Background: an optimization exercise with open tools, aiming at small area, a short achievable clock period and few clock cycles per item. Do not read the settings as production practice. Where RTL was checked, it was by simulation tests only, not by an equivalence proof against the original.

==> inputs of run M <==
// circ
module circ(clk, reset, pushin, Xin, Rin, pushout, Yout);
  input clk, reset, pushin;
  input [23:0] Xin, Rin;
  output pushout;
  output [23:0] Yout;
  reg [5:0] v;
  always @(posedge clk or posedge reset)
    if (reset) v <= 0;
    else v <= {v[4:0], pushin};
  assign pushout = v[5];
  reg [23:0] X, R;
  always @(posedge clk) begin X <= Xin; R <= Rin; end
  wire p1 = R[0];
  wire p2 = ~X[0];
  wire p3 = (R[0] & R[1]);
  wire p4 = ~(X[0] & X[1]);
  wire p5 = R[1];
  wire p6 = ~X[1];
  wire p7 = (R[0] & R[2]);
  wire p8 = ~(X[0] & X[2]);
  wire p9 = (R[0] & R[3]);
  wire p10 = ~(X[0] & X[3]);
  wire p11 = (R[1] & R[2]);
  wire p12 = ~(X[1] & X[2]);
  wire p13 = R[2];
  wire p14 = ~X[2];
  wire p15 = (R[0] & R[4]);
  wire p16 = ~(X[0] & X[4]);
  wire p17 = (R[1] & R[3]);
  wire p18 = ~(X[1] & X[3]);
  wire p19 = (R[0] & R[5]);
  wire p20 = ~(X[0] & X[5]);
  wire p21 = (R[1] & R[4]);
  wire p22 = ~(X[1] & X[4]);
  wire p23 = (R[2] & R[3]);
  wire p24 = ~(X[2] & X[3]);
  wire p25 = R[3];
  wire p26 = ~X[3];
  wire p27 = (R[0] & R[6]);
  wire p28 = ~(X[0] & X[6]);
  wire p29 = (R[1] & R[5]);
  wire p30 = ~(X[1] & X[5]);
  wire p31 = (R[2] & R[4]);
  wire p32 = ~(X[2] & X[4]);
  wire p33 = (R[0] & R[7]);
  wire p34 = ~(X[0] & X[7]);
  wire p35 = (R[1] & R[6]);
  wire p36 = ~(X[1] & X[6]);
  wire p37 = (R[2] & R[5]);
  wire p38 = ~(X[2] & X[5]);
  wire p39 = (R[3] & R[4]);
  wire p40 = ~(X[3] & X[4]);
  wire p41 = R[4];
  wire p42 = ~X[4];
  wire p43 = (R[0] & R[8]);
  wire p44 = ~(X[0] & X[8]);
  wire p45 = (R[1] & R[7]);
  wire p46 = ~(X[1] & X[7]);
  wire p47 = (R[2] & R[6]);
  wire p48 = ~(X[2] & X[6]);
  wire p49 = (R[3] & R[5]);
  wire p50 = ~(X[3] & X[5]);
  wire p51 = (R[0] & R[9]);
  wire p52 = ~(X[0] & X[9]);
  wire p53 = (R[1] & R[8]);
  wire p54 = ~(X[1] & X[8]);
  wire p55 = (R[2] & R[7]);
  wire p56 = ~(X[2] & X[7]);
  wire p57 = (R[3] & R[6]);
  wire p58 = ~(X[3] & X[6]);
  wire p59 = (R[4] & R[5]);
  wire p60 = ~(X[4] & X[5]);
  wire p61 = R[5];
  wire p62 = ~X[5];
  wire p63 = (R[0] & R[10]);
  wire p64 = ~(X[0] & X[10]);
  wire p65 = (R[1] & R[9]);
  wire p66 = ~(X[1] & X[9]);
  wire p67 = (R[2] & R[8]);
  wire p68 = ~(X[2] & X[8]);
  wire p69 = (R[3] & R[7]);
  wire p70 = ~(X[3] & X[7]);
  wire p71 = (R[4] & R[6]);
  ...
make LEC_CHECK=0 CAP_MARGIN=60 CORE_MARGIN=2 CORE_UTILIZATION=40 SLEW_MARGIN=70 SYNTH_HIERARCHICAL=1 SYNTH_MINIMUM_KEEP_SIZE=0 finish   # period 80.0 ns
run.sh (not shown) runs the stock make flow with config.mk's settings and CLKGATE_MAP_FILE= SYNTH_SCRIPT=/design/flow/synth_recipe.tcl, a recipe that flattens the netlist after the stock synthesis.
==> run E: changes against run M <==
--- a/flow/design.v
+++ b/flow/design.v
@@ -1719,144 +1719,141 @@
   wire s1707, c1708;
   fa us1707 (.a(s1615), .b(p600), .c(c1614), .s(s1707), .co(c1708));
   wire [47:0] ta = {c1616, s1707, s1705, s1703, s1701, s1699, s1697, s1695, s1693, s1691, s1689, s1687, s1685, s1683, s1681, s1679, s1677, s1675, s1673, s1671, s1669, s1667, s1665, s1663, s1661, s1659, s1657, s1655, s1653, s1651, s1649, s1647, s1645, s1643, s1641, s1639, s1637, s1635, s1633, s1631, s1629, s1627, s1625, s1623, s1621, s1619, 1'b1, s1617};
   wire [47:0] tb = {c1708, c1706, c1704, c1702, c1700, c1698, c1696, c1694, c1692, c1690, c1688, c1686, c1684, c1682, c1680, c1678, c1676, c1674, c1672, c1670, c1668, c1666, c1664, c1662, c1660, c1658, c1656, c1654, c1652, c1650, c1648, c1646, c1644, c1642, c1640, c1638, c1636, c1634, c1632, c1630, c1628, c1626, c1624, c1622, c1620, 1'b1, c1618, 1'b1};
   wire [47:0] dsum = ta + tb;
-  wire [2:0] t0 = {1'b0, dsum[47:46]};
+  reg [47:0] D0;
+  always @(posedge clk) D0 <= dsum;
+  wire [2:0] t0 = {1'b0, D0[47:46]};
   wire [2:0] T0 = 3'd1;
   wire [3:0] df0 = {1'b0, t0} - {1'b0, T0};
   wire s0 = ~df0[3];
   wire [1:0] r0 = s0 ? df0[1:0] : t0[1:0];
   wire q0 = s0;
-  wire [3:0] t1 = {r0, dsum[45:44]};
+  wire [3:0] t1 = {r0, D0[45:44]};
   wire [3:0] T1 = {1'b0, q0, 2'b01};
   wire [4:0] df1 = {1'b0, t1} - {1'b0, T1};
   wire s1 = ~df1[4];
   wire [2:0] r1 = s1 ? df1[2:0] : t1[2:0];
   wire [1:0] q1 = {q0, s1};
-  wire [4:0] t2 = {r1, dsum[43:42]};
+  wire [4:0] t2 = {r1, D0[43:42]};
   wire [4:0] T2 = {1'b0, q1, 2'b01};
   wire [5:0] df2 = {1'b0, t2} - {1'b0, T2};
   wire s2 = ~df2[5];
   wire [3:0] r2 = s2 ? df2[3:0] : t2[3:0];
   wire [2:0] q2 = {q1, s2};
-  reg [3:0] RR2;
-  reg [2:0] QQ2;
-  always @(posedge clk) begin RR2 <= r2; QQ2 <= q2; end
-  reg [41:0] DD2;
-  always @(posedge clk) DD2 <= dsum[41:0];
-  wire [5:0] t3 = {RR2, DD2[41:40]};
-  wire [5:0] T3 = {1'b0, QQ2, 2'b01};
+  wire [5:0] t3 = {r2, D0[41:40]};
+  wire [5:0] T3 = {1'b0, q2, 2'b01};
   wire [6:0] df3 = {1'b0, t3} - {1'b0, T3};
   wire s3 = ~df3[6];
   wire [4:0] r3 = s3 ? df3[4:0] : t3[4:0];
-  wire [3:0] q3 = {QQ2, s3};
-  wire [6:0] t4 = {r3, DD2[39:38]};
+  wire [3:0] q3 = {q2, s3};
+  wire [6:0] t4 = {r3, D0[39:38]};
   wire [6:0] T4 = {1'b0, q3, 2'b01};
   wire [7:0] df4 = {1'b0, t4} - {1'b0, T4};
   wire s4 = ~df4[7];
   wire [5:0] r4 = s4 ? df4[5:0] : t4[5:0];
   wire [4:0] q4 = {q3, s4};
-  wire [7:0] t5 = {r4, DD2[37:36]};
+  wire [7:0] t5 = {r4, D0[37:36]};
   wire [7:0] T5 = {1'b0, q4, 2'b01};
   wire [8:0] df5 = {1'b0, t5} - {1'b0, T5};
   wire s5 = ~df5[8];
   wire [6:0] r5 = s5 ? df5[6:0] : t5[6:0];
   wire [5:0] q5 = {q4, s5};
-  wire [8:0] t6 = {r5, DD2[35:34]};
+  wire [8:0] t6 = {r5, D0[35:34]};
   wire [8:0] T6 = {1'b0, q5, 2'b01};
   wire [9:0] df6 = {1'b0, t6} - {1'b0, T6};
   wire s6 = ~df6[9];
   wire [7:0] r6 = s6 ? df6[7:0] : t6[7:0];
   wire [6:0] q6 = {q5, s6};
-  wire [9:0] t7 = {r6, DD2[33:32]};
-  wire [9:0] T7 = {1'b0, q6, 2'b01};
+  reg [7:0] RR6;
+  reg [6:0] QQ6;
+  always @(posedge clk) begin RR6 <= r6; QQ6 <= q6; end
+  reg [33:0] DD6;
+  always @(posedge clk) DD6 <= D0[33:0];
+  wire [9:0] t7 = {RR6, DD6[33:32]};
+  wire [9:0] T7 = {1'b0, QQ6, 2'b01};
   wire [10:0] df7 = {1'b0, t7} - {1'b0, T7};
   wire s7 = ~df7[10];
   wire [8:0] r7 = s7 ? df7[8:0] : t7[8:0];
-  wire [7:0] q7 = {q6, s7};
-  wire [10:0] t8 = {r7, DD2[31:30]};
+  wire [7:0] q7 = {QQ6, s7};
+  wire [10:0] t8 = {r7, DD6[31:30]};
   wire [10:0] T8 = {1'b0, q7, 2'b01};
   wire [11:0] df8 = {1'b0, t8} - {1'b0, T8};
   wire s8 = ~df8[11];
   wire [9:0] r8 = s8 ? df8[9:0] : t8[9:0];
   wire [8:0] q8 = {q7, s8};
-  reg [9:0] RR8;
-  reg [8:0] QQ8;
-  always @(posedge clk) begin RR8 <= r8; QQ8 <= q8; end
-  reg [29:0] DD8;
-  always @(posedge clk) DD8 <= DD2[29:0];
-  wire [11:0] t9 = {RR8, DD8[29:28]};
-  wire [11:0] T9 = {1'b0, QQ8, 2'b01};
+  wire [11:0] t9 = {r8, DD6[29:28]};
+  wire [11:0] T9 = {1'b0, q8, 2'b01};
   wire [12:0] df9 = {1'b0, t9} - {1'b0, T9};
   wire s9 = ~df9[12];
   wire [10:0] r9 = s9 ? df9[10:0] : t9[10:0];
-  wire [9:0] q9 = {QQ8, s9};
-  wire [12:0] t10 = {r9, DD8[27:26]};
+  wire [9:0] q9 = {q8, s9};
+  wire [12:0] t10 = {r9, DD6[27:26]};
   wire [12:0] T10 = {1'b0, q9, 2'b01};
   wire [13:0] df10 = {1'b0, t10} - {1'b0, T10};
   wire s10 = ~df10[13];
   wire [11:0] r10 = s10 ? df10[11:0] : t10[11:0];
   wire [10:0] q10 = {q9, s10};
-  wire [13:0] t11 = {r10, DD8[25:24]};
+  wire [13:0] t11 = {r10, DD6[25:24]};
   wire [13:0] T11 = {1'b0, q10, 2'b01};
   wire [14:0] df11 = {1'b0, t11} - {1'b0, T11};
   wire s11 = ~df11[14];
   wire [12:0] r11 = s11 ? df11[12:0] : t11[12:0];
   wire [11:0] q11 = {q10, s11};
-  wire [14:0] t12 = {r11, DD8[23:22]};
+  wire [14:0] t12 = {r11, DD6[23:22]};
   wire [14:0] T12 = {1'b0, q11, 2'b01};
   wire [15:0] df12 = {1'b0, t12} - {1'b0, T12};
   wire s12 = ~df12[15];
   wire [13:0] r12 = s12 ? df12[13:0] : t12[13:0];
   wire [12:0] q12 = {q11, s12};
-  wire [15:0] t13 = {r12, DD8[21:20]};
-  wire [15:0] T13 = {1'b0, q12, 2'b01};
+  reg [13:0] RR12;
+  reg [12:0] QQ12;
+  always @(posedge clk) begin RR12 <= r12; QQ12 <= q12; end
+  reg [21:0] DD12;
+  always @(posedge clk) DD12 <= DD6[21:0];
+  wire [15:0] t13 = {RR12, DD12[21:20]};
+  wire [15:0] T13 = {1'b0, QQ12, 2'b01};
   wire [16:0] df13 = {1'b0, t13} - {1'b0, T13};
   wire s13 = ~df13[16];
   wire [14:0] r13 = s13 ? df13[14:0] : t13[14:0];
-  wire [13:0] q13 = {q12, s13};
-  reg [14:0] RR13;
-  reg [13:0] QQ13;
-  always @(posedge clk) begin RR13 <= r13; QQ13 <= q13; end
-  reg [19:0] DD13;
-  always @(posedge clk) DD13 <= DD8[19:0];
-  wire [16:0] t14 = {RR13, DD13[19:18]};
-  wire [16:0] T14 = {1'b0, QQ13, 2'b01};
+  wire [13:0] q13 = {QQ12, s13};
+  wire [16:0] t14 = {r13, DD12[19:18]};
+  wire [16:0] T14 = {1'b0, q13, 2'b01};
   wire [17:0] df14 = {1'b0, t14} - {1'b0, T14};
   wire s14 = ~df14[17];
   wire [15:0] r14 = s14 ? df14[15:0] : t14[15:0];
-  wire [14:0] q14 = {QQ13, s14};
-  wire [17:0] t15 = {r14, DD13[17:16]};
+  wire [14:0] q14 = {q13, s14};
+  wire [17:0] t15 = {r14, DD12[17:16]};
   wire [17:0] T15 = {1'b0, q14, 2'b01};
   wire [18:0] df15 = {1'b0, t15} - {1'b0, T15};
   wire s15 = ~df15[18];
   wire [16:0] r15 = s15 ? df15[16:0] : t15[16:0];
   wire [15:0] q15 = {q14, s15};
-  wire [18:0] t16 = {r15, DD13[15:14]};
+  wire [18:0] t16 = {r15, DD12[15:14]};
   wire [18:0] T16 = {1'b0, q15, 2'b01};
   wire [19:0] df16 = {1'b0, t16} - {1'b0, T16};
   wire s16 = ~df16[19];
   wire [17:0] r16 = s16 ? df16[17:0] : t16[17:0];
   wire [16:0] q16 = {q15, s16};
-  wire [19:0] t17 = {r16, DD13[13:12]};
+  wire [19:0] t17 = {r16, DD12[13:12]};
   wire [19:0] T17 = {1'b0, q16, 2'b01};
   wire [20:0] df17 = {1'b0, t17} - {1'b0, T17};
   wire s17 = ~df17[20];
   wire [18:0] r17 = s17 ? df17[18:0] : t17[18:0];
   wire [17:0] q17 = {q16, s17};
-  wire [20:0] t18 = {r17, DD13[11:10]};
+  wire [20:0] t18 = {r17, DD12[11:10]};
   wire [20:0] T18 = {1'b0, q17, 2'b01};
   wire [21:0] df18 = {1'b0, t18} - {1'b0, T18};
   wire s18 = ~df18[21];
   wire [19:0] r18 = s18 ? df18[19:0] : t18[19:0];
   wire [18:0] q18 = {q17, s18};
   reg [19:0] RR18;
   reg [18:0] QQ18;
   always @(posedge clk) begin RR18 <= r18; QQ18 <= q18; end
   reg [9:0] DD18;
-  always @(posedge clk) DD18 <= DD13[9:0];
+  always @(posedge clk) DD18 <= DD12[9:0];
   wire [21:0] t19 = {RR18, DD18[9:8]};
   wire [21:0] T19 = {1'b0, QQ18, 2'b01};
   wire [22:0] df19 = {1'b0, t19} - {1'b0, T19};
   wire s19 = ~df19[22];
   wire [20:0] r19 = s19 ? df19[20:0] : t19[20:0];
@@ -1892,26 +1889,10 @@
   input a, b, c;
   output s, co;
   assign s = a ^ b ^ c;
   assign co = (a & b) | (a & c) | (b & c);
 endmodule
-module cellp(t, q, ci, sel, con, r);
-  input t, q, ci, sel;
-  output con, r;
-  wire p = ~(t ^ q);
-  wire g = t & ~q;
-  assign con = ~(g | (p & ci));
-  assign r = sel ? (p ^ ci) : t;
-endmodule
-module celln(t, q, cin, sel, co, r);
-  input t, q, cin, sel;
-  output co, r;
-  wire p = ~(t ^ q);
-  wire g = t & ~q;
-  assign co = g | (p & ~cin);
-  assign r = sel ? ~(p ^ cin) : t;
-endmodule
 module ha(a, b, s, co);
   input a, b;
   output s, co;
   assign s = a ^ b;
   assign co = a & b;
Settings changed: CAP_MARGIN 60 to 20, SLEW_MARGIN 70 to 20.
==> run Z: changes against run M <==
Settings changed: CAP_MARGIN 60 to 20, SLEW_MARGIN 70 to 20.
==> run summary <==
Register share of the cell area: run E 13.1%; run M 13.1%; run Z 13.2%
Buf/Inv on CP: run E 9; run M 1; run Z 1
Area of the core: run E 0.0953 sq mm; run M 0.0950 sq mm; run Z 0.0950 sq mm
Detailed Routing Iterations Pass 1: run E 6; run M 5; run Z 5
Count of non-CTS buffers in the layout: run E 132; run M 143; run Z 131
Die height: run E 315 um; run M 314 um; run Z 314 um
Sinks on Clock Net: run E 273; run M 274; run Z 274
Global-route wire length before repair: run E 176,000 um; run M 170,000 um; run Z 170,000 um
Multiplexer share of the synthesized area: run E 1.90%; run M 2.07%; run Z 2.07%
Pin count of the biggest net entering global routing: run E 45; run M 37; run Z 37
Min Tclk post-route: run E 18.47 ns; run M 17.44 ns; run Z 17.43 ns
Result of the run: run E no timing/DRC/antenna violations; run M no timing/DRC/antenna violations; run Z no timing/DRC/antenna violations
Adder-cell share of the synthesized area: run E 38.8%; run M 39.1%; run Z 39.1%
Max-Slew Margin vs Limit: run E 32.3%; run M 69.4%; run Z 23.8%
Number of flip-flops in the largest register: run E 48; run M 42; run Z 42
Placed standard-cell area: run E 0.0408 sq mm; run M 0.0409 sq mm; run Z 0.0406 sq mm
Average cell area after synthesis: run E 8.79 sq um; run M 8.94 sq um; run Z 8.94 sq um
Relative area of non-clock buffer cells in the final design: run E 2.80%; run M 3.17%; run Z 2.80%
Endpoint, Worst Hold: run E DD6[13]$_DFF_P_; run M DD13[12]$_DFF_P_; run Z DD18[8]$_DFF_P_
Testbench counts of run E, summed over its fixed seeds: cycles 160,048, items 160,000.
No functional check of the RTL was part of run M and run Z.

-- static timing again, ports no longer ideal --
Ports are ideal in the flow. The routed layouts listed here were re-timed in OpenROAD. Step 1 sets driving cells, clkbuf_16 on the clock port and buf_2 on the other inputs (assumed; they add their load-dependent delay and slew). Step 2, shift: input delay + t, output delay - t, t = (earliest + latest rising clock arrival at the registers) / 2. This alone moves slack from input paths to output paths. Slacks: no drivers / after step 1 / after step 2; pairs: no drivers / after step 1.
run	shift t [ns]	setup WS [ns]	worst setup path at the end	worst slew at a driven data input, ns
run M	0.647	62.565 / 62.501 / 63.147	register to output	0.04
run E	0.641	61.529 / 61.529 / 61.529	register to register	0.04
run Z	0.646	62.566 / 62.503 / 63.149	register to output	0.04
After both steps every run listed still meets setup and hold.
